Source: an optimization exercise on an open RTL-to-GDS flow (aim: small area). Production flows keep margins and buffers that such runs may drop. At most, simulation tests tie the RTL to the original design; equivalence was not proved. The RTL of runs 5 and 6 was laid out without a check of its function. No activity file was given, so power comes from the tool's default toggle rates.

`flow/flow/abc_area.script`:
```
&get -n
&st
&syn2
&dch -f
&nf -a -R 1000
&put
mfs3 -ae
```
`flow/design.v`:
```
`timescale 1ns / 1ps
module system(output wire RsTx, input wire RsRx, input clk, input btnC);
    wire reset = btnC;
    reg  [7:0] rv;
    reg        lastb;
    reg  [7:0] rxd;
    wire new_input = (rv == 8'd161);
    wire rx_idle   = (rv == 8'd0) | new_input;
    wire rx_samp   = (rv[3:0] == 4'd0) & (rv[7:5] != 3'd0) & ~(rv[7] & rv[5]);
    always @(posedge clk) begin
        if (reset) begin
            rv <= 8'd0; lastb <= 1'b1;
        end else begin
            lastb <= RsRx;
            if (rx_idle & lastb & ~RsRx) rv <= 8'd8;
            else if (new_input)          rv <= 8'd0;
            else if (rv != 8'd0)         rv <= rv + 8'd1;
            if (rx_samp) rxd <= {RsRx, rxd[7:1]};
        end
    end
    reg  [7:0] u;
    reg  [7:0] txb;
    reg        txo, tsp;
    wire [7:0] tb = tsp ? 8'h20 : txb;
    assign RsTx = txo;
    wire sent = (u == 8'd0);
    wire issue;
    wire [7:0] ch;
    always @(posedge clk) begin
        if (reset) begin
            u <= 8'd0; txo <= 1'b1;
        end else begin
            if (issue)          u <= 8'd102;
            else if (u != 8'd0) u <= u + 8'd1;
            if (issue) begin txb <= ch; tsp <= (cnt == 6'd1); end
            else if (got & (st == GETR)) txb <= rxd;
            if (u == 8'd0) txo <= 1'b1;
            else if (u[3:0] == 4'hF) begin
                case (u[7:4])
                    4'd6:  txo <= 1'b0;
                    4'd7: txo <= tb[0];
                    4'd8: txo <= tb[1];
                    4'd9: txo <= tb[2];
                    4'd10: txo <= tb[3];
                    4'd11: txo <= tb[4];
                    4'd12: txo <= tb[5];
                    4'd13: txo <= tb[6];
                    4'd14: txo <= tb[7];
                    default: ;
                endcase
            end
        end
    end
    localparam GETR = 3'd0, GETD = 3'd1, REN = 3'd2, CALC = 3'd3, SEND = 3'd4, DLY = 3'd5;
    reg  [2:0]  st;
    reg  [5:0]  cnt;      
    reg  [1:0]  op;       
    reg  [15:0] A, B, R;  
    reg         s, err, pz;
    wire inget  = (st == GETR) | (st == GETD);
    wire got    = inget & new_input;
    wire is_cr  = (rxd == 8'h0D);
    wire is_bs  = (rxd == 8'h08);
    wire is_dig = (rxd[7:4] == 4'h3) & (rxd[3:0] <= 4'd9);
    wire echo   = (st == GETR) ? ~is_bs : is_dig;
    assign issue = (st == SEND) & (cnt[3:0] != 4'd0) & sent;
    wire pshift = issue & (cnt[5:4] == 2'd0) & (cnt[3:0] >= 4'd2) & (cnt[3:0] <= 4'd9);
    wire neg = s & (R != 16'd0);
    reg [7:0] lc;
    always @* begin
        case (cnt[3:0])
            4'd14: lc = err ? 8'h00 : 8'h0D;
            4'd13: lc = err ? 8'h0D : 8'h0A;
            4'd12: lc = err ? 8'h0A : (neg ? 8'h2D : 8'h2B);
            4'd11: lc = err ? 8'h4E : 8'h28;
            4'd10: lc = err ? 8'h2F : 8'h20;
            4'd9:  lc = err ? 8'h4E : {4'h3, R[15:12]};
            4'd8, 4'd7, 4'd6: lc = err ? 8'h20 : {4'h3, R[15:12]};
            4'd4:  lc = err ? 8'h20 : 8'h29;
            4'd2:  lc = 8'h3A;
            default: lc = 8'h20;
        endcase
    end
    assign ch = cnt[4] ? (cnt[5] ? {4'h3, B[3:0]} : txb) : lc;
    always @(posedge clk) begin
        if (reset) begin
            st <= CALC; cnt <= 6'd46;
        end else begin
            case (st)
                GETR, GETD: if (new_input) begin
                    if (is_cr) begin st <= CALC; cnt <= 6'd47; end
                    else begin st <= REN; cnt <= ~echo ? 6'd16 : (st == GETD) ? 6'd49 : 6'd17; end
                end
                REN:  st <= SEND;
                CALC: if (cnt == 6'd14) st <= SEND; else cnt <= cnt - 6'd1;
                SEND: if (cnt[3:0] == 4'd0) st <= cnt[4] ? GETD : GETR;
                      else if (sent) begin st <= DLY; cnt <= cnt - 6'd1; end
                DLY:  if (u == 8'd122) st <= SEND;
                default: st <= GETR;
            endcase
        end
        if (got & (st == GETR)) op <= (rxd == 8'h2F) ? 2'd3 : (rxd == 8'h2A) ? 2'd2 : (rxd == 8'h2D) ? 2'd1 : 2'd0;
    end
    function [3:0] n9(input [3:0] d);
        n9 = 4'd9 - d;
    endfunction
    reg xc, yc;
    reg [15:0] sum;
    reg        cy;
    reg [4:0]  t;
    reg [3:0]  xd, yd;
    integer k;
    always @* begin
        cy = xc | yc;
        for (k = 0; k < 4; k = k + 1) begin
            xd = xc ? n9(R[4*k +: 4]) : R[4*k +: 4];
            yd = yc ? n9(B[4*k +: 4]) : B[4*k +: 4];
            t  = xd + yd + cy;
            if (t > 5'd9) begin sum[4*k +: 4] = t[3:0] + 4'd6; cy = 1'b1; end
            else          begin sum[4*k +: 4] = t[3:0];        cy = 1'b0; end
        end
    end
    localparam AI = 3'd0, AR = 3'd1, AP = 3'd2, AL = 3'd3, AZ = 3'd4;
    reg [2:0] as;
    reg [1:0] dc;
    wire enter_d = got & (st == GETD) & is_cr;
    wire enter_r = got & (st == GETR) & is_cr;
    wire Bz      = (B == 16'd0);
    wire magadd  = ~(op[0] ^ s);
    wire isdiv   = op[0];
    wire [15:0] Rrot = {R[11:0], A[15:12]};
    always @* begin
        xc = (as == AR);
        yc = (as == AL) ? isdiv : (as == AR) ? 1'b0 : ~magadd;
    end
    always @(posedge clk) begin
        if (reset) begin
            A <= 16'd0; B <= 16'd0; R <= 16'd0; s <= 1'b0; err <= 1'b0; pz <= 1'b1;
            as <= AI; dc <= 2'd0;
        end else begin
            if ((got & is_dig) | pshift) B <= {B[11:0], got ? rxd[3:0] : 4'd0};
            if (pshift) begin R <= Rrot; A <= {A[11:0], R[15:12]}; end
            if (enter_r) pz <= 1'b1;
            if (enter_d) begin
                pz <= Bz;
                if (~err) begin
                    if (~op[1]) begin
                        if (magadd) begin R <= sum; if (cy) err <= 1'b1; end
                        else if (cy) R <= sum;
                        else as <= AR;
                    end else if (isdiv & (pz | Bz)) err <= 1'b1;
                    else as <= AP;
                end
            end
            case (as)
                AR: begin R <= sum; s <= ~s; as <= AI; end
                AP: begin
                    R <= Rrot; A <= {A[11:0], R[15:12]};
                    if (cnt == (isdiv ? 6'd43 : 6'd44)) begin as <= AL; dc <= 2'd0; end
                end
                AL: begin
                    if (isdiv ? cy : (A[15:12] != 4'd0)) begin
                        R <= sum;
                        if (isdiv) A[3:0] <= A[3:0] + 4'd1;
                        else begin A[15:12] <= A[15:12] - 4'd1; if (cy) err <= 1'b1; end
                    end else if (dc == 2'd3) begin
                        as <= isdiv ? AZ : AI; dc <= 2'd0;
                    end else begin
                        R <= Rrot; A <= {A[11:0], R[15:12]}; dc <= dc + 2'd1;
                        if (R[15:12] != 4'd0) err <= 1'b1;
                    end
                end
                AZ: begin
                    R <= Rrot; A <= {A[11:0], 4'd0}; dc <= dc + 2'd1;
                    if (dc == 2'd3) as <= AI;
                end
                default: ;
            endcase
        end
    end
endmodule
```
`flow/flow/my_standard.sh`:
```
#!/bin/bash
# The standard flow's own layout of this design, on the ORFS make targets given (by default finish). After
# finish it leaves the final layout's DEF at /design/flow/out/final.def.
set -euo pipefail
make -C /OpenROAD-flow-scripts/flow DESIGN_CONFIG=/design/flow/config.mk WORK_HOME=/design/flow/orfs CLKGATE_MAP_FILE= SYNTH_SCRIPT=/design/flow/flow/synth_area.tcl CAP_MARGIN=20 CORE_MARGIN=2 CORE_UTILIZATION=40 CTS_BUF_LIST=sky130_fd_sc_hd__clkbuf_8 SLEW_MARGIN=20 "${@:-finish}"
if [[ -f /design/flow/orfs/results/sky130hd/system/base/6_final.odb ]]; then
  : # left out here: write the final layout as DEF
fi
```
`flow/flow/run.sh`:
```
#!/bin/bash
set -euo pipefail
cd "$(dirname "$0")/.."
W=$PWD
sed "s|$W/synth_recipe.tcl|$W/flow/synth_area.tcl|g" standard.sh > flow/my_standard.sh
grep -q synth_area.tcl flow/my_standard.sh
export CTS_ARGS="-sink_clustering_enable -repair_clock_nets -buf_list sky130_fd_sc_hd__clkbuf_8 -dont_use_dummy_load"
bash flow/my_standard.sh finish > "$W/flow_make.log" 2>&1
```
`flow/config.mk`:
```
export PLATFORM = sky130hd
export DESIGN_NAME = system
export DESIGN_NICKNAME = system
export VERILOG_FILES = /design/flow/design.v
export SDC_FILE = /design/flow/constraint.sdc
export NUM_CORES = 4
export LEC_CHECK = 0
export CAP_MARGIN = 20
export CORE_MARGIN = 2
export CORE_UTILIZATION = 40
export CTS_BUF_LIST = sky130_fd_sc_hd__clkbuf_8
export SLEW_MARGIN = 20
```
`flow/constraint.sdc`:
```
create_clock -name core_clock -period 150.0 [get_ports {clk}]
set_input_delay 30.0000 -clock core_clock [delete_from_list [all_inputs] [get_ports {clk}]]
set_output_delay 30.0000 -clock core_clock [all_outputs]
set_load 0.01 [all_outputs]
```
`flow/standard.sh`:
```
#!/bin/bash
# synth_recipe.tcl (not shown) runs the flow's synth.tcl, then flattens the netlist and writes it again
# the make line also repeats each setting of config.mk as NAME=value (left out here)
make -C /OpenROAD-flow-scripts/flow DESIGN_CONFIG=/design/flow/config.mk WORK_HOME=/design/flow/orfs CLKGATE_MAP_FILE= SYNTH_SCRIPT=/design/flow/synth_recipe.tcl "${@:-finish}"
```
`flow/flow/synth_area.tcl`:
```
# The standard flow's synthesis (synth_recipe.tcl) with ABC mapping for area instead of delay
set ::area_dir [file dirname [file normalize [info script]]]
proc abc {args} {
  set j [lsearch -exact $args -script]
  if {$j >= 0} { set args [lreplace $args [expr {$j+1}] [expr {$j+1}] [file join $::area_dir abc_area.script]] }
  yosys abc {*}$args
}
source [file join [file dirname $::area_dir] synth_recipe.tcl]
```
==> reports/results.txt, run 1 <==
crit path DAT - 1.27 ns
Multi-input gate area - 0.00414 sq mm
Crit. path cell count - 1
combinational power share - 27.1%
Synth Flop Type - dfxtp_1
Yosys cell types - 50
Internal - 0.0415 mW
fill cell count - 1679
largest stage delay on the critical path - 0.53 ns
FF+latch count, synth - 102
PortBufs - 3
nature of the critical path endpoint - output port
vias per cell - 5.60
fin nets - 906
Setup CP Type - reg -> out
drt pass-1 iters - 4
Hold Violations, Final - 0
delay-heaviest family, CP - buffers and inverters
skew final - 0.0306 ns
largest cells by area after synthesis - dfxtp_1 25%, edfxtp_1 8.7%, nor2_1 8.3%
area grow syn2layout - 7.74%
Synth top area share - 25.4%
Post-CTS Setup Bufs - 0
Critical Path, Cell by Cell - clkdlybuf4s50_1
clk sink count - 102
die area - 0.0174 sq mm
Max Cap Viol - 0
CTS tree - yes
I/O pin total - 4
DRT iter0 DRCs - 453
total CTS buffers - 9
Max Slew Vio Count - 0
vias in the first global route - 5530
share of cells above drive strength 1 - 2.57%
post-layout min period - 31.27 ns
Max IR drop VDD - 0.00000479 V
chip height - 132 um
DR vias - 6003
r2r worst-path depth - 43
Detail Placement HPWL - 12.0 mm
Max stage delay cell, worst path - clkdlybuf4s50_1
initial core utilization - 41.1%
fin crit share - 20.8%
pwr/cell area - 9.17 mW/mm^2
Overflow after GRT - 0
number of diodes - 0
Post-Route Setup TNS - 0 ns
CTS Root Cell - clkbuf_8
CP startpoint kind - register
Least-Margin Pin Slew - 0.838 ns
CTS Hold Bufs - 0
Hold Path Class - reg -> reg
critical path buffer and inverter count - 1
switching pwr - 0.0232 mW
Longest Clk Path Bufs - 2
Max Fclk - 32.0 MHz
Reg clk slew, reported paths - 0.10 ns
Die X - 132 um
placement row count - 46
Hold Path Cell Cnt - 2
Post-synth EDFFs - 19
switching share of power - 35.9%
Slew headroom - 43.9%
cell count after synthesis - 833
Post-Route WL - 16.9 mm
Total GRT Usage - 19.8%
GP Congestion - 0.852
Net Count, Synth - 881
syn_area_per_cell - 7.86 sq um
H-tree depth - 3
RSZ-0062 raised after global routing - no
core area - 0.0159 sq mm
Clk Latency, worst-skew pair - 0.40 ns
Final ANT Viol Nets - 0
first-pass GRT wire length - 28.2 mm
post_cts resized - 0
Reg power frac - 50.5%
initial antenna violation count - 0
Async S/R FF share, synth - 0%
Final setup viols - 0
DRC violations left - 0
total power - 0.0647 mW
Worst Path Required - 120.00 ns
DR WL/cell - 15.8 um
status - no timing/DRC/antenna violations
register area - 0.00223 sq mm
Post-Syn Area - 0.00655 sq mm
Lkg Pwr - 2.64 nW
clock share of power - 22.4%
largest net degree at the start of global routing - 56
largest area contributor in the netlist - dfxtp_1
Ys Warns - 1
crit-path max FO - 2
sequential fraction of the synthesis area - 34.1%
final cells by class:
| type | instances | share of cell area (%) |
|---|---|---|
| multi-input combinational | 683 | 58.7 |
| sequential | 102 | 31.7 |
| tap | 216 | 3.83 |
| inverter | 48 | 2.56 |
| clock buffer | 9 | 1.76 |
| timing repair buffer | 14 | 1.53 |
worst paths after layout:
path	slack, ns	endpoint	start
setup reg to reg	138.04	R[14]	as[2]
setup / recovery	118.73	RsTx	txo
hold reg to reg	0.52	A[10]	A[6]
hold / removal	0.52	A[10]	A[6]
power by group through the flow:
| stage | Clock [mW] | Sequential [mW] | Combinational, mW |
|---|---|---|---|
| detailed placement | 0 | 0.0332 | 0.0174 |
| CTS | 0.0149 | 0.0326 | 0.0175 |
| global placement | 0 | 0.0332 | 0.0174 |
| floorplan | 0 | 0.0323 | 0.0133 |
| global route | 0.0158 | 0.0331 | 0.0197 |
| finish | 0.0145 | 0.0327 | 0.0176 |
layout by cell type (no fill, tap or decap), types with 4 or more instances in the layout:
cell	count
a211oi_1	12
a21o_1	5
a21oi_1	77
a221oi_1	22
a22oi_1	6
a311oi_1	6
a31oi_1	7
and2_0	7
and3_1	5
buf_4	11
clkbuf_8	9
clkinv_1	48
dfxtp_1	83
edfxtp_1	19
fa_1	8
ha_1	37
mux2i_1	17
nand2_1	102
nand2b_1	9
nand3_1	12
nor2_1	145
nor2b_1	9
nor3_1	32
nor4_1	12
o211ai_1	4
o21ai_0	47
o21bai_1	5
or2_0	13
or3_1	5
xnor2_1	34
xor2_1	5
Yosys cell counts, types with 3 or more instances:
| cell | count |
|---|---|
| nor2_1 | 145 |
| o311ai_0 | 3 |
| o21bai_1 | 5 |
| or3_1 | 5 |
| a21o_1 | 5 |
| nand4_1 | 3 |
| nor2b_1 | 9 |
| a211oi_1 | 12 |
| o21ai_0 | 48 |
| a221oi_1 | 22 |
| nor4_1 | 12 |
| o211ai_1 | 4 |
| a31oi_1 | 7 |
| dfxtp_1 | 83 |
| nor3_1 | 33 |
| edfxtp_1 | 19 |
| a31o_1 | 3 |
| or2_0 | 13 |
| xor2_1 | 5 |
| xnor2_1 | 34 |
| a21oi_1 | 77 |
| ha_1 | 37 |
| nand3_1 | 12 |
| nand2_1 | 102 |
| clkinv_1 | 48 |
| o22ai_1 | 3 |
| a311oi_1 | 6 |
| fa_1 | 8 |
| a22oi_1 | 6 |
| and3_1 | 5 |
| mux2i_1 | 17 |
| o31ai_1 | 3 |
| and2_0 | 7 |
| and4_1 | 3 |
| nand2b_1 | 9 |
per-stage QoR:
step,hold slack (ns),instance area [sq um],setup slack [ns],utilization (%),instances
floorplan,0.459,6550,118.68,-,833
global placement,0.481,6930,118.52,43.5,1063
detailed placement,0.502,6930,118.52,43.5,1063
CTS,0.523,7050,118.71,44.2,1072
global route,0.546,7050,118.69,44.2,1072
finish,0.516,7050,118.73,44.2,1072
metal layers:
layer | share of wire [%] | global-route usage, % | routed length [um]
met1 | 51 | 28.6 | 8580
met2 | 44 | 30.1 | 7390
met3 | 3.1 | 2.23 | 526
met4 | 2.3 | 7.73 | 386
met5 | 0 | 0 | 0
kinds of logic (layout without fill, tap and decap cells):
| kind of cell | count (synthesis) | in the layout | share of synthesized area (%) |
|---|---|---|---|
| multiplexers | 19 | 19 | 2.94 |
| adder cells (fa/ha/maj) | 45 | 45 | 9.52 |
| XOR/XNOR | 39 | 39 | 5.22 |
| AO/OA/AOI/OAI | 217 | 217 | 20.9 |
| AND/OR/NAND/NOR | 363 | 363 | 24.6 |
| flip-flops | 102 | 102 | 34.1 |
| buffers and inverters | 48 | 71 | 2.75 |
registers in the layout (all words and copies together) (netlist names), 2 cells and up:
name  cells
A        16
B        16
R        16
as        3
cnt       6
dc        2
op        2
rv        8
rxd       8
st        3
txb       8
u         8
==> run 2, diff against run 1 <==
==> flow/flow/run.sh (replaced) <==
#!/bin/bash
set -euo pipefail
cd "$(dirname "$0")/.."
W=$PWD
sed "s|$W/synth_recipe.tcl|$W/flow/synth_area.tcl|g" standard.sh > flow/my_standard.sh
grep -q synth_area.tcl flow/my_standard.sh
export CTS_ARGS="-sink_clustering_enable -repair_clock_nets -buf_list sky130_fd_sc_hd__clkbuf_8 -dont_use_dummy_load -sink_clustering_size 30 -sink_clustering_max_diameter 150 -sink_clustering_levels 1"
bash flow/my_standard.sh finish > "$W/flow_make.log" 2>&1
==> run 2 against run 1 <==
Flip-flop and latch count did not move. Fmax unchanged. Routed wire length did not move. Via count stayed put. Sequential share of layout area did not move. Design area did not move. Critical endpoint unchanged. Largest cell class unchanged. Largest power group unchanged.
==> reports/results.txt, run 2 <==
Die X - 132 um
Net Count, Synth - 881
Hold Violations, Final - 0
dpl cells - 1063
Final ANT Viol Nets - 0
first-pass GRT wire length - 28.2 mm
skew final - 0.0306 ns
Non-Filler Instances - 1072
Slew headroom - 43.9%
DRC violations left - 0
nature of the critical path endpoint - output port
Max stage delay cell, worst path - clkdlybuf4s50_1
CTS tree - yes
CTS Hold Bufs - 0
H-tree depth - 3
Post-Syn Area - 0.00655 sq mm
Worst Path Required - 120.00 ns
area grow syn2layout - 7.74%
design area - 0.00705 sq mm
Longest Clk Path Bufs - 2
Synth top cells by count - 145 x nor2_1, 102 x nand2_1, 83 x dfxtp_1, 77 x a21oi_1
status - no timing/DRC/antenna violations
Detail Placement HPWL - 12.0 mm
Reg clk slew, reported paths - 0.10 ns
Lkg Pwr - 2.64 nW
fin crit share - 20.8%
PortBufs - 3
Max IR drop VDD - 0.00000479 V
Post-CTS Setup Bufs - 0
most common cell in the netlist - nor2_1
cell count after synthesis - 833
critical path buffer and inverter count - 1
Setup CP Type - reg -> out
vias per cell - 5.60
largest stage delay on the critical path - 0.53 ns
CTS Root Cell - clkbuf_8
delay-heaviest family, CP - buffers and inverters
Synth top area share - 25.4%
DR vias - 6003
CP startpoint kind - register
core area - 0.0159 sq mm
DR WL/cell - 15.8 um
Async S/R FF share, synth - 0%
FF+latch count, synth - 102
crit-path max FO - 2
Synth Flop Type - dfxtp_1
largest net degree at the start of global routing - 56
initial antenna violation count - 0
largest cells by area after synthesis - dfxtp_1 25%, edfxtp_1 8.7%, nor2_1 8.3%
Clk Latency, worst-skew pair - 0.40 ns
sequential fraction of the synthesis area - 34.1%
Post-Route WL - 16.9 mm
Ys Warns - 1
syn_area_per_cell - 7.86 sq um
Max Fclk - 32.0 MHz
placement row count - 46
Top Registers - A x16, B x16, R x16
post-layout min period - 31.27 ns
Post-synth EDFFs - 19
clk sink count - 102
share of cells above drive strength 1 - 2.57%
I/O pin total - 4
chip height - 132 um
crit path DAT - 1.27 ns
initial core utilization - 41.1%
RSZ-0062 raised after global routing - no
Max Slew Vio Count - 0
GP Congestion - 0.852
Yosys cell types - 50
most frequent cells in the layout - 145 x nor2_1, 102 x nand2_1, 83 x dfxtp_1
largest area contributor in the netlist - dfxtp_1
Critical Path, Cell by Cell - clkdlybuf4s50_1
Post-Route Setup TNS - 0 ns
post_cts resized - 0
Total GRT Usage - 19.8%
Max Cap Viol - 0
Final setup viols - 0
die area - 0.0174 sq mm
commonest non-fill, non-tap cell in the layout - nor2_1
total CTS buffers - 9
Post-DP Area - 0.00693 sq mm
DRT iter0 DRCs - 453
pwr/cell area - 9.17 mW/mm^2
vias in the first global route - 5530
Overflow after GRT - 0
fin nets - 906
Least-Margin Pin Slew - 0.838 ns
Hold Path Class - reg -> reg
number of diodes - 0
drt pass-1 iters - 4
-- run 2: per-stage QoR --
step	power, mW	worst slack (ns)	utilization, %	hold slack, ns
after detailed placement	0.0506	118.52	43.5	0.502
after floorplan	0.0456	118.68	-	0.459
after global placement	0.0506	118.52	43.5	0.481
after CTS	0.0650	118.71	44.2	0.523
final	0.0647	118.73	44.2	0.516
after global routing	0.0687	118.69	44.2	0.546
-- run 2: layer usage --
layer / GRT usage [%] / vias to the layer above / part of all wire, %
met3: 2.23 / 24 / 3.1
met5: 0 / - / 0
met4: 7.73 / 0 / 2.3
met2: 30.1 / 102 / 44
met1: 28.6 / 2823 / 51
li1: - / 3054 / -
-- run 2: area by class of cell --
type | count | area, sq um
Sequential cell | 102 | 2230
Timing Repair Buffer | 14 | 108
Tap cell | 216 | 270
Clock buffer | 9 | 124
Fill cell | 1679 | 8890
Multi-Input combinational cell | 683 | 4140
Inverter | 48 | 180
-- run 2: kinds of logic (layout without fill, tap and decap cells) --
kind of cell             after synthesis  after routing  share of synthesized area [%]
flip-flops                           102            102                           34.1
AO/OA/AOI/OAI                        217            217                           20.9
AND/OR/NAND/NOR                      363            363                           24.6
XOR/XNOR                              39             39                           5.22
buffers and inverters                 48             71                           2.75
adder cells (fa/ha/maj)               45             45                           9.52
multiplexers                          19             19                           2.94
-- run 2: worst reg2reg max path: cells and delay by family (launching register included) --
family	cells	cell delay, ns
adder cells (fa/ha/maj)	8	2.81
AND/OR/NAND/NOR	12	3.03
AO/OA/AOI/OAI	8	2.66
XOR/XNOR	5	1.44
buffers and inverters	10	1.57
flip-flops	1	0.38
-- run 2: where the power goes --
part / internal [mW] / switching, mW / leakage (nW)
Sequential: 0.0294 / 0.00324 / 0.841
Combinational: 0.00667 / 0.0109 / 1.74
Clock: 0.00541 / 0.00907 / 0.0647
-- run 2: worst paths after layout --
path | from | endpoint | slack, ns | cells after the start
worst min-delay path | A[6] | A[10] | 0.52 | 2
worst max-delay path | txo | RsTx | 118.73 | 1
worst max register to register | as[2] | R[14] | 138.04 | 43
worst min register to register | A[6] | A[10] | 0.52 | 2
==> run 3, diff against run 2 <==
==> flow/flow/run.sh (replaced) <==
#!/bin/bash
set -euo pipefail
cd "$(dirname "$0")/.."
W=$PWD
sed "s|$W/synth_recipe.tcl|$W/flow/synth_area.tcl|g" standard.sh > flow/my_standard.sh
grep -q synth_area.tcl flow/my_standard.sh
export CTS_ARGS="-sink_clustering_enable -repair_clock_nets -buf_list sky130_fd_sc_hd__clkbuf_16 -dont_use_dummy_load -sink_clustering_size 50 -sink_clustering_max_diameter 200"
bash flow/my_standard.sh finish > "$W/flow_make.log" 2>&1
==> flow/flow/my_standard.sh (replaced) <==
#!/bin/bash
# The standard flow's own layout of this design, on the ORFS make targets given (by default finish). After
# finish it leaves the final layout's DEF at /design/flow/out/final.def.
set -euo pipefail
make -C /OpenROAD-flow-scripts/flow DESIGN_CONFIG=/design/flow/config.mk WORK_HOME=/design/flow/orfs CLKGATE_MAP_FILE= SYNTH_SCRIPT=/design/flow/flow/synth_area.tcl CAP_MARGIN=20 CORE_MARGIN=2 CORE_UTILIZATION=40 CTS_BUF_LIST=sky130_fd_sc_hd__clkbuf_16 SLEW_MARGIN=20 "${@:-finish}"
if [[ -f /design/flow/orfs/results/sky130hd/system/base/6_final.odb ]]; then
  : # left out here: write the final layout as DEF
fi
--- a/flow/config.mk
+++ b/flow/config.mk
@@ -10,3 +10,3 @@
 export CORE_UTILIZATION = 40
-export CTS_BUF_LIST = sky130_fd_sc_hd__clkbuf_8
+export CTS_BUF_LIST = sky130_fd_sc_hd__clkbuf_16
 export SLEW_MARGIN = 20
==> run 3 against run 2 <==
Global-route usage up 0.13 points. Area after synthesis unchanged. Sequential power about the same. Core utilization up 0.64 points. Critical path type unchanged. Non-clock buffer count unchanged. Highest routed layer unchanged. Synthesized cell count unchanged. Design area up 1.4%.
==> reports/results.txt, run 3 <==
Synth top cells by count - 145 x nor2_1, 102 x nand2_1, 83 x dfxtp_1, 77 x a21oi_1
CP startpoint kind - register
total CTS buffers - 9
fin crit share - 20.8%
crit path DAT - 1.22 ns
CTS Hold Bufs - 0
largest net degree at the start of global routing - 56
Ys Warns - 1
Final Util - 44.9%
Slew headroom - 44.6%
Longest Clk Path Bufs - 2
Post-DP Area - 0.00693 sq mm
CTS Root Cell - clkbuf_16
Overflow after GRT - 0
Final ANT Viol Nets - 0
clk sink count - 102
Post-synth EDFFs - 19
most common cell in the netlist - nor2_1
largest cells by area after synthesis - dfxtp_1 25%, edfxtp_1 8.7%, nor2_1 8.3%
FF+latch count, synth - 102
core area - 0.0159 sq mm
Critical Path, Cell by Cell - clkdlybuf4s50_1
share of cells above drive strength 1 - 2.57%
skew final - 0.0185 ns
pwr/cell area - 9.86 mW/mm^2
crit-path max FO - 2
Lkg Pwr - 2.69 nW
Post-Route WL - 16.9 mm
Post-Route Setup TNS - 0 ns
vias per cell - 5.60
post-layout min period - 31.22 ns
Max Slew Vio Count - 0
CTS tree - yes
design area - 0.00715 sq mm
Hold Violations, Final - 0
Synth Flop Type - dfxtp_1
Die X - 132 um
DR vias - 6004
Worst Path Required - 120.00 ns
status - no timing/DRC/antenna violations
Total GRT Usage - 19.9%
largest area contributor in the netlist - dfxtp_1
Detail Placement HPWL - 12.0 mm
Top Registers - A x16, B x16, R x16
I/O pin total - 4
RSZ-0062 raised after global routing - no
cell count after synthesis - 833
Setup CP Type - reg -> out
Net Count, Synth - 881
initial core utilization - 41.1%
first-pass GRT wire length - 28.4 mm
Max Fclk - 32.0 MHz
commonest non-fill, non-tap cell in the layout - nor2_1
Reg clk slew, reported paths - 0.07 ns
most frequent cells in the layout - 145 x nor2_1, 102 x nand2_1, 83 x dfxtp_1
sequential fraction of the synthesis area - 34.1%
chip height - 132 um
Post-Syn Area - 0.00655 sq mm
Max Cap Viol - 0
DRT iter0 DRCs - 438
Post-CTS Setup Bufs - 0
Hold Path Class - reg -> reg
delay-heaviest family, CP - buffers and inverters
GP Congestion - 0.852
post_cts resized - 0
drt pass-1 iters - 5
placement row count - 46
number of diodes - 0
worst hold slack - 0.509 ns
Max stage delay cell, worst path - clkdlybuf4s50_1
Least-Margin Pin Slew - 0.828 ns
initial antenna violation count - 0
critical path buffer and inverter count - 1
fin nets - 906
H-tree depth - 3
area grow syn2layout - 9.29%
largest stage delay on the critical path - 0.53 ns
vias in the first global route - 5564
DRC violations left - 0
DR WL/cell - 15.7 um
Yosys cell types - 50
Max IR drop VDD - 0.00000630 V
fill cell count - 1670
Final setup viols - 0
PortBufs - 3
syn_area_per_cell - 7.86 sq um
Clk Latency, worst-skew pair - 0.36 ns
Synth top area share - 25.4%
Async S/R FF share, synth - 0%
nature of the critical path endpoint - output port
die area - 0.0174 sq mm
==> run 3: changes by cell type in the layout (fill, tap and decap cells not counted) <==
cell,change
clkbuf_16,+9
clkbuf_8,-9
==> run 3: cell type report <==
| cell class | instances | area [sq um] | area share, % |
|---|---|---|---|
| Clock buffer | 9 | 225 | 3.15 |
| Inverter | 48 | 180 | 2.52 |
| Multi-Input combinational cell | 683 | 4140 | 57.8 |
| Sequential cell | 102 | 2230 | 31.2 |
| Tap cell | 216 | 270 | 3.78 |
| Timing Repair Buffer | 14 | 108 | 1.50 |
==> run 3: where the power goes <==
| part | switching [mW] | internal (mW) | total, mW | leakage, nW |
|---|---|---|---|---|
| sequential | 0.00328 | 0.0294 | 0.0327 | 0.841 |
| clock | 0.00971 | 0.0106 | 0.0203 | 0.111 |
| combinational | 0.0108 | 0.00667 | 0.0175 | 1.74 |
==> run 3: worst paths after layout <==
check | from | endpoint | slack, ns | cells past startpoint
setup / recovery | txo | RsTx | 118.78 | 1
hold / removal | A[6] | A[10] | 0.51 | 2
setup reg to reg | as[2] | R[14] | 138.05 | 43
hold reg to reg | A[6] | A[10] | 0.51 | 2
==> run 3: tightest hold or removal path, stage by stage, from the launching register on <==
cell and delay [ns]:
dfxtp_1 0.33, mux2i_1 0.06, nor2_1 0.08
==> run 3: cell families after synthesis <==
logic type                 synth area share, %
xor gates and xnor gates                  5.22
DFF                                       34.1
and+or+nand+nor                           24.6
buffers and inverters                     2.75
adders and majority gates                 9.52
muxes                                     2.94
AOI/OAI and AO/OA                         20.9
==> run 3: through the flow <==
| step | worst slack (ns) | total power [mW] | cells |
|---|---|---|---|
| global placement | 118.52 | 0.0506 | 1063 |
| finish | 118.78 | 0.0705 | 1072 |
| floorplan | 118.68 | 0.0456 | 833 |
| global route | 118.73 | 0.0747 | 1072 |
| CTS | 118.76 | 0.0709 | 1072 |
| detailed placement | 118.52 | 0.0506 | 1063 |
==> run 3: layer usage <==
layer | track usage (%) | up-vias | routed length (um)
li1 | - | 3054 | -
met1 | 28.6 | 2798 | 8420
met2 | 30.1 | 128 | 7380
met3 | 3.38 | 24 | 709
met4 | 6.70 | 0 | 361
met5 | 0 | - | 0
==> run 4, diff against run 3 <==
==> flow/flow/run.sh (replaced) <==
#!/bin/bash
set -euo pipefail
cd "$(dirname "$0")/.."
W=$PWD
sed "s|$W/synth_recipe.tcl|$W/flow/synth_area.tcl|g" standard.sh > flow/my_standard.sh
grep -q synth_area.tcl flow/my_standard.sh
export CTS_ARGS="-sink_clustering_enable -repair_clock_nets -buf_list sky130_fd_sc_hd__clkbuf_8 -dont_use_dummy_load"
bash flow/my_standard.sh finish > "$W/flow_make.log" 2>&1
==> flow/flow/my_standard.sh (replaced) <==
#!/bin/bash
# The standard flow's own layout of this design, on the ORFS make targets given (by default finish). After
# finish it leaves the final layout's DEF at /design/flow/out/final.def.
set -euo pipefail
make -C /OpenROAD-flow-scripts/flow DESIGN_CONFIG=/design/flow/config.mk WORK_HOME=/design/flow/orfs CLKGATE_MAP_FILE= SYNTH_SCRIPT=/design/flow/flow/synth_area.tcl CAP_MARGIN=20 CORE_MARGIN=2 CORE_UTILIZATION=40 CTS_BUF_LIST=sky130_fd_sc_hd__clkbuf_8 GPL_ROUTABILITY_DRIVEN=0 GPL_TIMING_DRIVEN=0 SLEW_MARGIN=20 "${@:-finish}"
if [[ -f /design/flow/orfs/results/sky130hd/system/base/6_final.odb ]]; then
  : # left out here: write the final layout as DEF
fi
--- a/flow/config.mk
+++ b/flow/config.mk
@@ -10,3 +10,5 @@
 export CORE_UTILIZATION = 40
-export CTS_BUF_LIST = sky130_fd_sc_hd__clkbuf_16
+export CTS_BUF_LIST = sky130_fd_sc_hd__clkbuf_8
+export GPL_ROUTABILITY_DRIVEN = 0
+export GPL_TIMING_DRIVEN = 0
 export SLEW_MARGIN = 20
==> run 4 against run 3 <==
Still clean. Non-clock buffer count fell by 8. Sequential power barely moved. Design area fell by 1.7%. Critical path type unchanged. Highest routed layer unchanged.
==> reports/results.txt, run 4 <==
fin nets - 898
cell count after synthesis - 833
pwr/cell area - 9.14 mW/mm^2
Async S/R FF share, synth - 0%
Yosys cell types - 50
Hold Violations, Final - 0
commonest non-fill, non-tap cell in the layout - nor2_1
vias in the first global route - 5607
sequential fraction of the synthesis area - 34.1%
RSZ-0062 raised after global routing - no
nature of the critical path endpoint - output port
delay-heaviest family, CP - buffers and inverters
critical path buffer and inverter count - 1
Net Count, Synth - 881
Post-synth EDFFs - 19
DR vias - 5843
Top Registers - A x16, B x16, R x16
DR WL/cell - 15.4 um
vias per cell - 5.49
DRC violations left - 0
CTS tree - yes
Final ANT Viol Nets - 0
Least-Margin Pin Slew - 0.918 ns
R2R Setup Slk - 137.37 ns
DRT iter0 DRCs - 381
I/O pin total - 4
Overflow after GRT - 0
Slew headroom - 38.8%
post_cts resized - 0
Clk Latency, worst-skew pair - 0.40 ns
Lkg Pwr - 2.62 nW
initial antenna violation count - 0
Setup CP Type - reg -> out
area grow syn2layout - 7.44%
CTS Root Cell - clkbuf_8
initial core utilization - 41.1%
Max IR drop VDD - 0.00000418 V
largest area contributor in the netlist - dfxtp_1
clk sink count - 102
Synth top cells by count - 145 x nor2_1, 102 x nand2_1, 83 x dfxtp_1, 77 x a21oi_1
largest net degree at the start of global routing - 48
Synth Flop Type - dfxtp_1
Ys Warns - 1
crit-path max FO - 2
crit path DAT - 1.25 ns
FF+latch count, synth - 102
largest cells by area after synthesis - dfxtp_1 25%, edfxtp_1 8.7%, nor2_1 8.3%
Max Slew Vio Count - 0
first-pass GRT wire length - 28.3 mm
H-tree depth - 3
largest stage delay on the critical path - 0.53 ns
Hold Path Class - reg -> reg
CP startpoint kind - register
Post-Route Setup TNS - 0 ns
Detail Placement HPWL - 11.8 mm
share of cells above drive strength 1 - 2.24%
most frequent cells in the layout - 144 x nor2_1, 102 x nand2_1, 83 x dfxtp_1
Post-Route WL - 16.4 mm
Reg clk slew, reported paths - 0.10 ns
placement row count - 46
Final setup viols - 0
total CTS buffers - 9
Longest Clk Path Bufs - 2
number of diodes - 0
CTS Hold Bufs - 0
Critical Path, Cell by Cell - clkdlybuf4s50_1
die area - 0.0174 sq mm
Max Cap Viol - 0
chip height - 132 um
post-layout min period - 31.25 ns
most common cell in the netlist - nor2_1
skew final - 0.0370 ns
status - no timing/DRC/antenna violations
Total GRT Usage - 19.7%
Post-Syn Area - 0.00655 sq mm
fin crit share - 20.8%
Die X - 132 um
Max Fclk - 32.0 MHz
Worst Path Required - 120.00 ns
core area - 0.0159 sq mm
Synth top area share - 25.4%
PortBufs - 3
syn_area_per_cell - 7.86 sq um
Final Util - 44.1%
Max stage delay cell, worst path - clkdlybuf4s50_1
Post-CTS Setup Bufs - 0
drt pass-1 iters - 5
## run 4: cell counts after synthesis
No cell type changed its count.
## run 4: area by class of cell
cell class	count	area, sq um
multi-input combinational	683	4160
clock buffer	9	124
tap	216	270
fill	1642	8910
sequential	102	2230
inverter	48	180
timing repair buffer	6	66.3
## run 4: per-layer routing
metal,routed length [um],share of wire (%),vias to the layer above,GRT usage [%]
met4,211,1.3,0,5.50
met2,7400,45,80,31.4
met5,0,0,-,0
met1,8300,51,2729,27.6
met3,447,2.7,14,3.00
li1,-,-,3020,-
## run 4: metrics by stage
stage / power [mW] / cells / hold slack (ns) / setup WS, ns / cell area, sq um
global route: 0.0688 / 1064 / 0.545 / 118.69 / 7030
finish: 0.0643 / 1064 / 0.512 / 118.75 / 7030
global placement: 0.0504 / 1052 / 0.485 / 115.76 / 6850
floorplan: 0.0456 / 833 / 0.459 / 118.68 / 6550
CTS: 0.0649 / 1064 / 0.516 / 118.73 / 7030
detailed placement: 0.0506 / 1055 / 0.498 / 118.52 / 6910
## run 4: cell families after synthesis
family | synth area share, %
buffers and inverters | 2.75
and+or+nand+nor | 24.6
xor gates and xnor gates | 5.22
muxes | 2.94
adders and majority gates | 9.52
DFF | 34.1
AOI/OAI and AO/OA | 20.9
## run 4: power breakdown
part           total [mW]  internal (mW)  switching, mW  leakage, nW
clock              0.0142        0.00541        0.00878       0.0647
sequential         0.0327         0.0294        0.00325        0.841
combinational      0.0174        0.00669         0.0107         1.71
## run 4: path summary, 6_finish.rpt
kind	cells after the start	end	start
worst max-delay path	1	RsTx	txo
worst min-delay path	2	B[10]	B[6]
worst max register to register	40	R[6]	as[2]
worst min register to register	2	B[10]	B[6]
==> run 5, diff against run 4 <==
--- a/flow/design.v
+++ b/flow/design.v
@@ -103,4 +103,4 @@
     end
-    function [3:0] n9(input [3:0] d);
-        n9 = 4'd9 - d;
+    function [3:0] c9(input [3:0] d, input c);
+        c9 = {c ? ~(d[3] | d[2] | d[1]) : d[3], d[2] ^ (c & d[1]), d[1], d[0] ^ c};
     endfunction
@@ -108,5 +108,4 @@
     reg [15:0] sum;
-    reg        cy;
+    reg        cy, corr;
     reg [4:0]  t;
-    reg [3:0]  xd, yd;
     integer k;
@@ -115,7 +114,6 @@
         for (k = 0; k < 4; k = k + 1) begin
-            xd = xc ? n9(R[4*k +: 4]) : R[4*k +: 4];
-            yd = yc ? n9(B[4*k +: 4]) : B[4*k +: 4];
-            t  = xd + yd + cy;
-            if (t > 5'd9) begin sum[4*k +: 4] = t[3:0] + 4'd6; cy = 1'b1; end
-            else          begin sum[4*k +: 4] = t[3:0];        cy = 1'b0; end
+            t    = c9(R[4*k +: 4], xc) + c9(B[4*k +: 4], yc) + cy;
+            corr = t[4] | (t[3] & (t[2] | t[1]));
+            sum[4*k +: 4] = t[3:0] + {1'b0, corr, corr, 1'b0};
+            cy   = corr;
         end
==> run 5 against run 4 <==
Power increased by 4.6%. Design area up 5.7%. Combinational power is about 10% higher. Worst setup slack worse by 0.014 ns. Global-route usage increased by 1.8 points. Still clean. Register-to-register slack worse by 0.59 ns. Largest cell class unchanged. Worst hold slack lost 0.025 ns. Via count is 13% higher. Routed wire length rose by 17%.
==> reports/results.txt, run 5 <==
share of cells above drive strength 1 - 2.96%
DRC violations left - 0
syn_area_per_cell - 7.66 sq um
Slew headroom - 23.8%
worst hold slack - 0.487 ns
FF+latch count, synth - 102
commonest non-fill, non-tap cell in the layout - nor2_1
Total GRT Usage - 21.5%
drt pass-1 iters - 6
Lkg Pwr - 2.75 nW
first-pass GRT wire length - 31.5 mm
Max stage delay cell, worst path - clkdlybuf4s50_1
Clk Latency, worst-skew pair - 0.39 ns
r2r worst-path depth - 40
number of diodes - 0
PortBufs - 3
post_cts resized - 0
Final ANT Viol Nets - 0
vias in the first global route - 6077
critical path buffer and inverter count - 1
area grow syn2layout - 8.41%
fin nets - 958
crit path DAT - 1.27 ns
clk sink count - 102
Longest Clk Path Bufs - 2
Async S/R FF share, synth - 0%
Post-Syn Area - 0.00686 sq mm
fin crit share - 20.8%
largest cells by area after synthesis - dfxtp_1 24%, nor2_1 8.4%, edfxtp_1 8.3%
Setup CP Type - reg -> out
largest stage delay on the critical path - 0.53 ns
Synth top area share - 24.2%
Critical Path, Cell by Cell - clkdlybuf4s50_1
largest area contributor in the netlist - dfxtp_1
register area - 0.00223 sq mm
Synth Flop Type - dfxtp_1
Ys Warns - 1
Detail Placement HPWL - 13.3 mm
Hold Path Cell Cnt - 2
crit-path max FO - 2
most frequent cells in the layout - 151 x nor2_1, 111 x nand2_1, 101 x a21oi_1
most common cell in the netlist - nor2_1
Hold EP - txo
sequential fraction of the synthesis area - 32.5%
Yosys cell types - 51
Post-synth EDFFs - 19
post-layout min period - 31.27 ns
largest net degree at the start of global routing - 57
Post-CTS Setup Bufs - 0
Final setup viols - 0
pwr/cell area - 9.04 mW/mm^2
vias per cell - 5.85
core area - 0.0167 sq mm
initial core utilization - 41.1%
status - no timing/DRC/antenna violations
DRT iter0 DRCs - 710
Top Registers - A x16, B x16, R x16
CTS Root Cell - clkbuf_8
Worst Path Required - 120.00 ns
Reg clk slew, reported paths - 0.11 ns
skew final - 0.0301 ns
I/O pin total - 4
CTS Hold Bufs - 0
Max Cap Viol - 0
initial antenna violation count - 0
cell count after synthesis - 895
nature of the critical path endpoint - output port
Hold Violations, Final - 0
die area - 0.0182 sq mm
Overflow after GRT - 0
worst r2r dst - R[9]
DR vias - 6620
Max Slew Vio Count - 0
Synth top cells by count - 154 x nor2_1, 111 x nand2_1, 103 x a21oi_1, 83 x dfxtp_1, 62 x o21ai_0
Net Count, Synth - 939
RR Startpoint - as[0]
hold_sp - txo
CTS tree - yes
total CTS buffers - 9
DR WL/cell - 16.9 um
Max Fclk - 32.0 MHz
Hold Path Class - reg -> reg
Max IR drop VDD - 0.00000547 V
chip height - 135 um
CP startpoint kind - register
Post-Route Setup TNS - 0 ns
placement row count - 47
Least-Margin Pin Slew - 1.13 ns
Multi-input gate area - 0.00455 sq mm
R2R Setup Slk - 136.78 ns
fill cell count - 1700
H-tree depth - 3
delay-heaviest family, CP - buffers and inverters
Post-Route WL - 19.2 mm
RSZ-0062 raised after global routing - no
Die X - 135 um
==> run 5: logic make-up (layout without fill, tap and decap cells) <==
family / Yosys count / in the layout / share of synthesized area (%)
xor+xnor: 41 / 41 / 5.24
compound gates: 268 / 268 / 24.1
flops: 102 / 102 / 32.5
fa+ha+maj: 41 / 41 / 8.79
buf+inv: 32 / 49 / 1.75
simple gates: 400 / 400 / 25.9
mux: 11 / 11 / 1.68
==> run 5: layer usage <==
metal	vias to the layer above	GRT usage [%]	wire length, um
met5	-	0	0
met4	0	5.03	231
met3	22	3.49	984
met2	202	33.2	8440
met1	3097	31.4	9520
li1	3299	-	-
==> run 5: cell type report <==
type                       instances  share of cell area [%]
tap                              220                    3.70
timing repair buffer               8                    1.78
clock buffer                       9                    1.67
inverter                          32                    1.62
multi-input combinational        761                    61.2
sequential                       102                    30.0
==> run 5: per-stage QoR <==
stage	std cells	setup slack, ns	area, sq um	power [mW]	utilization [%]
finish	1132	118.73	7440	0.0672	44.5
global route	1132	118.67	7440	0.0715	44.5
CTS	1132	118.72	7430	0.0672	44.5
detailed placement	1123	118.53	7300	0.0528	43.7
global placement	1118	115.94	7160	0.0525	42.9
floorplan	895	118.98	6860	0.0477	-
==> run 5: how the worst max path moves through the flow <==
| stage | startpoint | cells past startpoint | endpoint | slack [ns] |
|---|---|---|---|---|
| 6_report | txo | 1 | RsTx | 118.73 |
| 5_1_grt | txo | 1 | RsTx | 118.67 |
| 4_1_cts | txo | 1 | RsTx | 118.72 |
| 3_5_place_dp | btnC | 2 | rxd[3] | 118.53 |
| 3_3_place_gp | btnC | 2 | rxd[0] | 115.94 |
| 2_1_floorplan | btnC | 1 | rxd[0] | 118.98 |
==> run 5: report_power, final <==
part	internal, mW	switching, mW
registers	0.0296	0.00373
clock network	0.00542	0.00927
logic	0.00758	0.0116
total	0.0426	0.0246
==> run 5: worst register-to-register path, delay by kind of cell, from the launching register on <==
kind	cells	cell delay, ns
fa+ha+maj	5	1.69
simple gates	7	3.60
buf+inv	6	1.22
compound gates	14	4.30
mux	3	0.91
flops	1	0.47
xor+xnor	5	0.91
==> run 6, diff against run 5 <==
--- a/flow/design.v
+++ b/flow/design.v
@@ -67,3 +67,5 @@
     wire pshift = issue & (cnt[5:4] == 2'd0) & (cnt[3:0] >= 4'd2) & (cnt[3:0] <= 4'd9);
-    wire neg = s & (R != 16'd0);
+    reg  cm;
+    wire [3:0] pd  = cm ? 4'd9 - R[15:12] : R[15:12];
+    wire neg = s & (cm | (R != 16'd0));
     reg [7:0] lc;
@@ -76,4 +78,4 @@
             4'd10: lc = err ? 8'h2F : 8'h20;
-            4'd9:  lc = err ? 8'h4E : {4'h3, R[15:12]};
-            4'd8, 4'd7, 4'd6: lc = err ? 8'h20 : {4'h3, R[15:12]};
+            4'd9:  lc = err ? 8'h4E : {4'h3, pd};
+            4'd8, 4'd7, 4'd6: lc = err ? 8'h20 : {4'h3, pd};
             4'd4:  lc = err ? 8'h20 : 8'h29;
@@ -103,17 +105,19 @@
     end
-    function [3:0] c9(input [3:0] d, input c);
-        c9 = {c ? ~(d[3] | d[2] | d[1]) : d[3], d[2] ^ (c & d[1]), d[1], d[0] ^ c};
+    function [3:0] n9(input [3:0] d);
+        n9 = 4'd9 - d;
     endfunction
-    reg xc, yc;
+    reg ci0, yc;
     reg [15:0] sum;
-    reg        cy, corr;
+    reg        cy;
     reg [4:0]  t;
+    reg [3:0]  xd, yd;
     integer k;
     always @* begin
-        cy = xc | yc;
+        cy = ci0;
         for (k = 0; k < 4; k = k + 1) begin
-            t    = c9(R[4*k +: 4], xc) + c9(B[4*k +: 4], yc) + cy;
-            corr = t[4] | (t[3] & (t[2] | t[1]));
-            sum[4*k +: 4] = t[3:0] + {1'b0, corr, corr, 1'b0};
-            cy   = corr;
+            xd = R[4*k +: 4];
+            yd = yc ? n9(B[4*k +: 4]) : B[4*k +: 4];
+            t  = xd + yd + cy;
+            if (t > 5'd9) begin sum[4*k +: 4] = t[3:0] + 4'd6; cy = 1'b1; end
+            else          begin sum[4*k +: 4] = t[3:0];        cy = 1'b0; end
         end
@@ -130,4 +134,4 @@
     always @* begin
-        xc = (as == AR);
-        yc = (as == AL) ? isdiv : (as == AR) ? 1'b0 : ~magadd;
+        yc  = (as == AL) ? isdiv : (as == AR) | ~magadd;
+        ci0 = yc & (as != AR);
     end
@@ -135,3 +139,3 @@
         if (reset) begin
-            A <= 16'd0; B <= 16'd0; R <= 16'd0; s <= 1'b0; err <= 1'b0; pz <= 1'b1;
+            A <= 16'd0; B <= 16'd0; R <= 16'd0; s <= 1'b0; err <= 1'b0; pz <= 1'b1; cm <= 1'b0;
             as <= AI; dc <= 2'd0;
@@ -139,3 +143,3 @@
             if ((got & is_dig) | pshift) B <= {B[11:0], got ? rxd[3:0] : 4'd0};
-            if (pshift) begin R <= Rrot; A <= {A[11:0], R[15:12]}; end
+            if (pshift) begin R <= Rrot; A <= {A[11:0], pd}; if (cnt[3:0] == 4'd6) cm <= 1'b0; end
             if (enter_r) pz <= 1'b1;
@@ -153,3 +157,3 @@
             case (as)
-                AR: begin R <= sum; s <= ~s; as <= AI; end
+                AR: begin R <= sum; s <= ~s; cm <= 1'b1; as <= AI; end
                 AP: begin
==> run 6 against run 5 <==
Core utilization is 0.48 points lower. Worst hold slack got worse by 0.017 ns. Routed wire length decreased by 1.8%. Still clean. Worst setup slack better by 0.0020 ns. Clock power hardly changed.
==> reports/results.txt, run 6 <==
Total GRT Usage - 21.7%
status - no timing/DRC/antenna violations
syn_area_per_cell - 7.90 sq um
initial antenna violation count - 0
Post-Route WL - 18.8 mm
combinational power share - 28.9%
delay-heaviest family, CP - buffers and inverters
Synth top area share - 24.9%
pwr/cell area - 9.25 mW/mm^2
vias in the first global route - 5842
Max stage delay cell, worst path - clkdlybuf4s50_1
DR vias - 6433
Slew headroom - 29.9%
H-tree depth - 3
Hold Violations, Final - 0
Reg power frac - 49.2%
Reg clk slew, reported paths - 0.11 ns
Critical Path, Cell by Cell - clkdlybuf4s50_1
Async S/R FF share, synth - 0%
drt pass-1 iters - 5
Post-synth EDFFs - 19
fin crit share - 20.8%
Clk Latency, worst-skew pair - 0.40 ns
CP startpoint kind - register
Post-Route Setup TNS - 0 ns
Setup CP Type - reg -> out
largest area contributor in the netlist - dfxtp_1
Hold Path Class - reg -> reg
fin nets - 920
sequential fraction of the synthesis area - 33.4%
clk sink count - 103
RSZ-0062 raised after global routing - no
Longest Clk Path Bufs - 2
Final setup viols - 0
clock share of power - 21.9%
PortBufs - 3
crit path DAT - 1.26 ns
first-pass GRT wire length - 31.2 mm
switching pwr - 0.0250 mW
design area - 0.00728 sq mm
Overflow after GRT - 0
Worst Path Required - 120.00 ns
placement row count - 47
vias per cell - 5.89
core area - 0.0165 sq mm
CTS tree - yes
I/O pin total - 4
largest cells by area after synthesis - dfxtp_1 25%, edfxtp_1 8.5%, a21oi_1 8.2%
Lkg Pwr - 2.65 nW
DR WL/cell - 17.2 um
post-layout min period - 31.27 ns
RR Startpoint - as[0]
most frequent cells in the layout - 136 x nor2_1, 110 x a21oi_1, 87 x nand2_1
die area - 0.0179 sq mm
Die X - 134 um
Top Registers - A x16, B x16, R x16
skew final - 0.0361 ns
Post-Syn Area - 0.00675 sq mm
critical path buffer and inverter count - 1
total CTS buffers - 9
Net Count, Synth - 899
cell count after synthesis - 854
DRC violations left - 0
Final ANT Viol Nets - 0
nature of the critical path endpoint - output port
most common cell in the netlist - nor2_1
Detail Placement HPWL - 13.2 mm
chip height - 134 um
Max IR drop VDD - 0.00000549 V
Yosys cell types - 52
Critical Path Source - txo
Ys Warns - 1
share of cells above drive strength 1 - 2.86%
Max Cap Viol - 0
DRT iter0 DRCs - 712
pre-CTS WS - 118.46 ns
Max Slew Vio Count - 0
CTS Hold Bufs - 0
FF+latch count, synth - 103
Post-CTS Setup Bufs - 0
CTS Root Cell - clkbuf_8
hold_sp - dc[0]
area grow syn2layout - 7.82%
Synth Flop Type - dfxtp_1
Max Fclk - 32.0 MHz
largest stage delay on the critical path - 0.53 ns
post_cts resized - 0
crit-path max FO - 2
number of diodes - 0
commonest non-fill, non-tap cell in the layout - nor2_1
final worst slack - 118.74 ns
initial core utilization - 40.8%
largest net degree at the start of global routing - 41
Synth top cells by count - 136 x nor2_1, 110 x a21oi_1, 87 x nand2_1, 84 x dfxtp_1, 51 x o21ai_0
switching share of power - 37.1%
total power - 0.0673 mW
Post-DP Area - 0.00715 sq mm
Internal - 0.0423 mW
Least-Margin Pin Slew - 1.05 ns
run 6: cell count changes after synthesis, moves of 8 or more:
cell,delta
o21ai_0,-11
clkinv_1,+8
o221ai_1,+12
nor3_1,-17
nand2_1,-24
nor2_1,-18
mux2i_1,+8
run 6: cell type report:
type | instances | area, sq um
clock buffers | 9 | 124
fillers | 1674 | 9250
inverters | 40 | 150
multi-input cells | 711 | 4380
flip-flops and latches | 103 | 2250
well taps | 220 | 275
repair buffers | 10 | 95.1
run 6: final timing paths:
path | slack (ns) | cells past startpoint | end
worst min register to register | 0.47 | 2 | dc[0]
worst min-delay path | 0.47 | 2 | dc[0]
worst max-delay path | 118.74 | 1 | RsTx
worst max register to register | 137.27 | 35 | R[3]
run 6: power groups by stage:
stage	registers [mW]	logic, mW	clock network, mW
4_1_cts	0.0330	0.0192	0.0152
2_1_floorplan	0.0327	0.0145	0
3_5_place_dp	0.0337	0.0191	0
5_1_grt	0.0336	0.0222	0.0161
6_report	0.0332	0.0194	0.0147
3_3_place_gp	0.0337	0.0189	0
run 6: cells by family (layout without fill, tap and decap cells):
kind of cell	Yosys count	after routing	share of synthesized area (%)
mux	17	17	2.56
xor+xnor	37	37	4.80
simple gates	340	340	22.8
compound gates	275	275	25.6
flops	103	103	33.4
buf+inv	40	59	2.22
fa+ha+maj	42	42	8.67
run 6: metal layers:
layer	track usage, %	wire length [um]	share of wire [%]
met5	0	0	0
met4	7.74	298	1.6
met3	2.87	883	4.7
met2	32.6	8320	44
met1	31.7	9320	50
run 6: stage by stage:
stage                     hold WS, ns  std cells  util (%)
after CTS                       0.471       1093      44.0
after global placement          0.452       1077      42.7
after floorplan                 0.430        854         -
after global routing            0.502       1093      44.0
final                           0.470       1093      44.0
after detailed placement        0.458       1084      43.3
==> run 7, diff against run 6 <==
--- a/flow/design.v
+++ b/flow/design.v
@@ -67,5 +67,3 @@
     wire pshift = issue & (cnt[5:4] == 2'd0) & (cnt[3:0] >= 4'd2) & (cnt[3:0] <= 4'd9);
-    reg  cm;
-    wire [3:0] pd  = cm ? 4'd9 - R[15:12] : R[15:12];
-    wire neg = s & (cm | (R != 16'd0));
+    wire neg = s & (R != 16'd0);
     reg [7:0] lc;
@@ -78,4 +76,4 @@
             4'd10: lc = err ? 8'h2F : 8'h20;
-            4'd9:  lc = err ? 8'h4E : {4'h3, pd};
-            4'd8, 4'd7, 4'd6: lc = err ? 8'h20 : {4'h3, pd};
+            4'd9:  lc = err ? 8'h4E : {4'h3, R[15:12]};
+            4'd8, 4'd7, 4'd6: lc = err ? 8'h20 : {4'h3, R[15:12]};
             4'd4:  lc = err ? 8'h20 : 8'h29;
@@ -108,3 +106,3 @@
     endfunction
-    reg ci0, yc;
+    reg xc, yc;
     reg [15:0] sum;
@@ -115,5 +113,5 @@
     always @* begin
-        cy = ci0;
+        cy = xc | yc;
         for (k = 0; k < 4; k = k + 1) begin
-            xd = R[4*k +: 4];
+            xd = xc ? n9(R[4*k +: 4]) : R[4*k +: 4];
             yd = yc ? n9(B[4*k +: 4]) : B[4*k +: 4];
@@ -134,4 +132,4 @@
     always @* begin
-        yc  = (as == AL) ? isdiv : (as == AR) | ~magadd;
-        ci0 = yc & (as != AR);
+        xc = (as == AR);
+        yc = (as == AL) ? isdiv : (as == AR) ? 1'b0 : ~magadd;
     end
@@ -139,3 +137,3 @@
         if (reset) begin
-            A <= 16'd0; B <= 16'd0; R <= 16'd0; s <= 1'b0; err <= 1'b0; pz <= 1'b1; cm <= 1'b0;
+            A <= 16'd0; B <= 16'd0; R <= 16'd0; s <= 1'b0; err <= 1'b0; pz <= 1'b1;
             as <= AI; dc <= 2'd0;
@@ -143,3 +141,3 @@
             if ((got & is_dig) | pshift) B <= {B[11:0], got ? rxd[3:0] : 4'd0};
-            if (pshift) begin R <= Rrot; A <= {A[11:0], pd}; if (cnt[3:0] == 4'd6) cm <= 1'b0; end
+            if (pshift) begin R <= Rrot; A <= {A[11:0], R[15:12]}; end
             if (enter_r) pz <= 1'b1;
@@ -157,3 +155,3 @@
             case (as)
-                AR: begin R <= sum; s <= ~s; cm <= 1'b1; as <= AI; end
+                AR: begin R <= sum; s <= ~s; as <= AI; end
                 AP: begin
==> flow/flow/my_standard.sh (replaced) <==
#!/bin/bash
# The standard flow's own layout of this design, on the ORFS make targets given (by default finish). After
# finish it leaves the final layout's DEF at /design/flow/out/final.def.
set -euo pipefail
make -C /OpenROAD-flow-scripts/flow DESIGN_CONFIG=/design/flow/config.mk WORK_HOME=/design/flow/orfs CLKGATE_MAP_FILE= SYNTH_SCRIPT=/design/flow/flow/synth_area.tcl CAP_MARGIN=0 CORE_MARGIN=2 CORE_UTILIZATION=40 CTS_BUF_LIST=sky130_fd_sc_hd__clkbuf_8 GPL_ROUTABILITY_DRIVEN=0 GPL_TIMING_DRIVEN=0 SLEW_MARGIN=0 "${@:-finish}"
if [[ -f /design/flow/orfs/results/sky130hd/system/base/6_final.odb ]]; then
  : # left out here: write the final layout as DEF
fi
--- a/flow/config.mk
+++ b/flow/config.mk
@@ -7,3 +7,3 @@
 export LEC_CHECK = 0
-export CAP_MARGIN = 20
+export CAP_MARGIN = 0
 export CORE_MARGIN = 2
@@ -13,2 +13,2 @@
 export GPL_TIMING_DRIVEN = 0
-export SLEW_MARGIN = 20
+export SLEW_MARGIN = 0
==> run 7 against run 6 <==
Area after synthesis decreased by 3.0%. Die area decreased by 2.9%. Register-to-register slack improved by 0.07 ns. Worst hold slack improved by 0.041 ns. Clock-buffer cell count unchanged. Routed wire length decreased by 13%. Clock power decreased by 4%. Highest routed layer unchanged.
==> reports/results.txt, run 7 <==
Final Util - 43.9%
Critical Path, Cell by Cell - buf_4 > nor2_1 > a22o_1
Post-Syn Area - 0.00655 sq mm
Setup CP Type - in -> reg
Ys Warns - 1
area grow syn2layout - 7.00%
largest area contributor in the netlist - dfxtp_1
first-pass GRT wire length - 27.6 mm
Hold Violations, Final - 0
post-layout min period - 31.25 ns
number of diodes - 0
Async S/R FF share, synth - 0%
largest stage delay on the critical path - 0.64 ns
Worst Path Required - 150.10 ns
Max IR drop VDD - 0.00000465 V
Slew headroom - 9.54%
commonest non-fill, non-tap cell in the layout - nor2_1
skew final - 0.0237 ns
Synth Flop Type - dfxtp_1
Post-synth EDFFs - 19
DR WL/cell - 15.4 um
Lkg Pwr - 2.61 nW
nature of the critical path endpoint - register
Die X - 132 um
Final setup viols - 0
clk sink count - 102
RSZ-0062 raised after global routing - no
total CTS buffers - 9
cell count after synthesis - 833
Net Count, Synth - 881
Synth top cells by count - 145 x nor2_1, 102 x nand2_1, 83 x dfxtp_1, 77 x a21oi_1
post_cts resized - 0
Post-Route WL - 16.4 mm
Detail Placement HPWL - 11.6 mm
vias in the first global route - 5401
delay-heaviest family, CP - buffers and inverters
sequential fraction of the synthesis area - 34.1%
Max stage delay cell, worst path - buf_4
critical path buffer and inverter count - 1
Max Slew Vio Count - 0
Hold Path Class - reg -> reg
dpl cells - 1054
DRT iter0 DRCs - 387
FF+latch count, synth - 102
Non-Filler Instances - 1063
Top Registers - A x16, B x16, R x16
most frequent cells in the layout - 144 x nor2_1, 102 x nand2_1, 83 x dfxtp_1
syn_area_per_cell - 7.86 sq um
chip height - 132 um
pwr/cell area - 9.19 mW/mm^2
total power - 0.0644 mW
Total GRT Usage - 19.2%
CP startpoint kind - primary input
CTS tree - yes
Synth top area share - 25.4%
initial core utilization - 41.1%
CTS Root Cell - clkbuf_8
Yosys cell types - 50
Reg clk slew, reported paths - 0.08 ns
placement row count - 46
PortBufs - 3
Max Cap Viol - 0
Max Fclk - 32.0 MHz
Overflow after GRT - 0
share of cells above drive strength 1 - 1.89%
crit path DAT - 31.35 ns
drt pass-1 iters - 5
Post-Route Setup TNS - 0 ns
fin crit share - 20.8%
largest net degree at the start of global routing - 78
vias per cell - 5.56
most common cell in the netlist - nor2_1
status - no timing/DRC/antenna violations
core area - 0.0159 sq mm
fin nets - 897
largest cells by area after synthesis - dfxtp_1 25%, edfxtp_1 8.7%, nor2_1 8.3%
Least-Margin Pin Slew - 1.35 ns
Longest Clk Path Bufs - 2
I/O pin total - 4
Final ANT Viol Nets - 0
Post-CTS Setup Bufs - 0
DR vias - 5911
Clk Latency, worst-skew pair - 0.39 ns
CTS Hold Bufs - 0
die area - 0.0174 sq mm
H-tree depth - 3
initial antenna violation count - 0
DRC violations left - 0
crit-path max FO - 77
==> run 7: cell types whose count changed after synthesis, sizes merged, moves of 7 or more <==
cell	delta
nand2	+15
or2	+7
clkinv	+8
o221ai	-10
a221oi	+9
a211oi	-9
nor2	+9
nand3	-7
a21oi	-33
xor2	-7
xnor2	+9
==> run 7: worst reg2reg max path: cells and delay by family (launching register included) <==
family | cells | cell delay [ns]
buf+inv | 7 | 0.90
xor+xnor | 5 | 1.53
flops | 1 | 0.37
compound gates | 7 | 3.83
simple gates | 13 | 3.07
fa+ha+maj | 8 | 2.83
==> run 7: per-layer routing <==
layer / routed length (um) / part of all wire, % / vias up / global-route usage [%]
met2: 7340 / 45 / 94 / 30.2
met1: 8290 / 51 / 2775 / 27.3
met5: 0 / 0 / - / 0
li1: - / - / 3024 / -
met4: 279 / 1.7 / 0 / 6.70
met3: 502 / 3.1 / 18 / 2.31
==> run 7: cell type report <==
class / count / area (sq um)
fill: 1644 / 8940
sequential: 102 / 2230
clock buffer: 9 / 124
timing repair buffer: 5 / 46.3
tap: 216 / 270
inverter: 48 / 180
multi-input combinational: 683 / 4150
==> run 7: per-stage QoR <==
step           cell area [sq um]  hold WS [ns]  setup slack, ns
3_3_place_gp                6850         0.485           115.76
6_report                    7000         0.511           118.75
3_5_place_dp                6870         0.497           117.95
5_1_grt                     7000         0.540           118.62
2_1_floorplan               6550         0.459           118.68
4_1_cts                     6990         0.514           118.38
==> run 7: cell families after synthesis <==
family	share of synthesized area, %
fa+ha+maj	9.52
compound gates	20.9
flops	34.1
simple gates	24.6
xor+xnor	5.22
buf+inv	2.75
mux	2.94
==> run 7: path summary, 6_finish.rpt <==
check / from / end / slack, ns / depth (start not counted)
worst max register to register: as[2] / R[5] / 137.34 / 40
worst max-delay path: btnC / txb[0] / 118.75 / 3
worst min register to register: A[4] / A[4] / 0.51 / 2
worst min-delay path: A[4] / A[4] / 0.51 / 2
==> run 7: where the power goes <==
part,leakage (nW),switching (mW),internal [mW],total (mW)
Sequential,0.841,0.00330,0.0294,0.0327
Combinational,1.70,0.0109,0.00665,0.0175
Clock,0.0647,0.00872,0.00540,0.0141

## static timing again, ports no longer ideal
The flow's constraints put no driver on any port. The routed layouts listed below were extracted and timed again, unchanged, in two steps. Step 1 sets driving cells, clkbuf_16 on the clock port and buf_2 on the other inputs (assumed; they add their load-dependent delay and slew). Step 2 times the ports against the registers' clock, not the clock port: input delays grow and output delays shrink by t, the midpoint of the rising clock arrivals with the driver on. a / b / c = no drivers / after step 1 / after step 2; a / b = the first two.
| run | t (ns) | slack for setup (ns) | clock arrival spread, ns | worst slew at a driven data input, ns |
|---|---|---|---|---|
| run 1 | 0.422 | 118.734 / 118.694 / 118.522 | 0.031 / 0.030 | 0.03 |
| run 2 | 0.422 | 118.734 / 118.694 / 118.522 | 0.031 / 0.030 | 0.03 |
| run 3 | 0.391 | 118.779 / 118.738 / 118.522 | 0.018 / 0.019 | 0.03 |
| run 4 | 0.418 | 118.747 / 118.709 / 118.478 | 0.037 / 0.037 | 0.03 |
| run 5 | 0.418 | 118.733 / 118.690 / 118.541 | 0.030 / 0.031 | 0.03 |
| run 6 | 0.420 | 118.735 / 118.697 / 118.478 | 0.037 / 0.036 | 0.03 |
| run 7 | 0.415 | 118.745 / 118.728 / 118.342 | 0.024 / 0.024 | 0.03 |
After both steps every run listed still meets setup and hold. For run 7, which loses most, drivers alone change the setup slack by -0.017 ns; drivers and shift together by -0.403 ns.
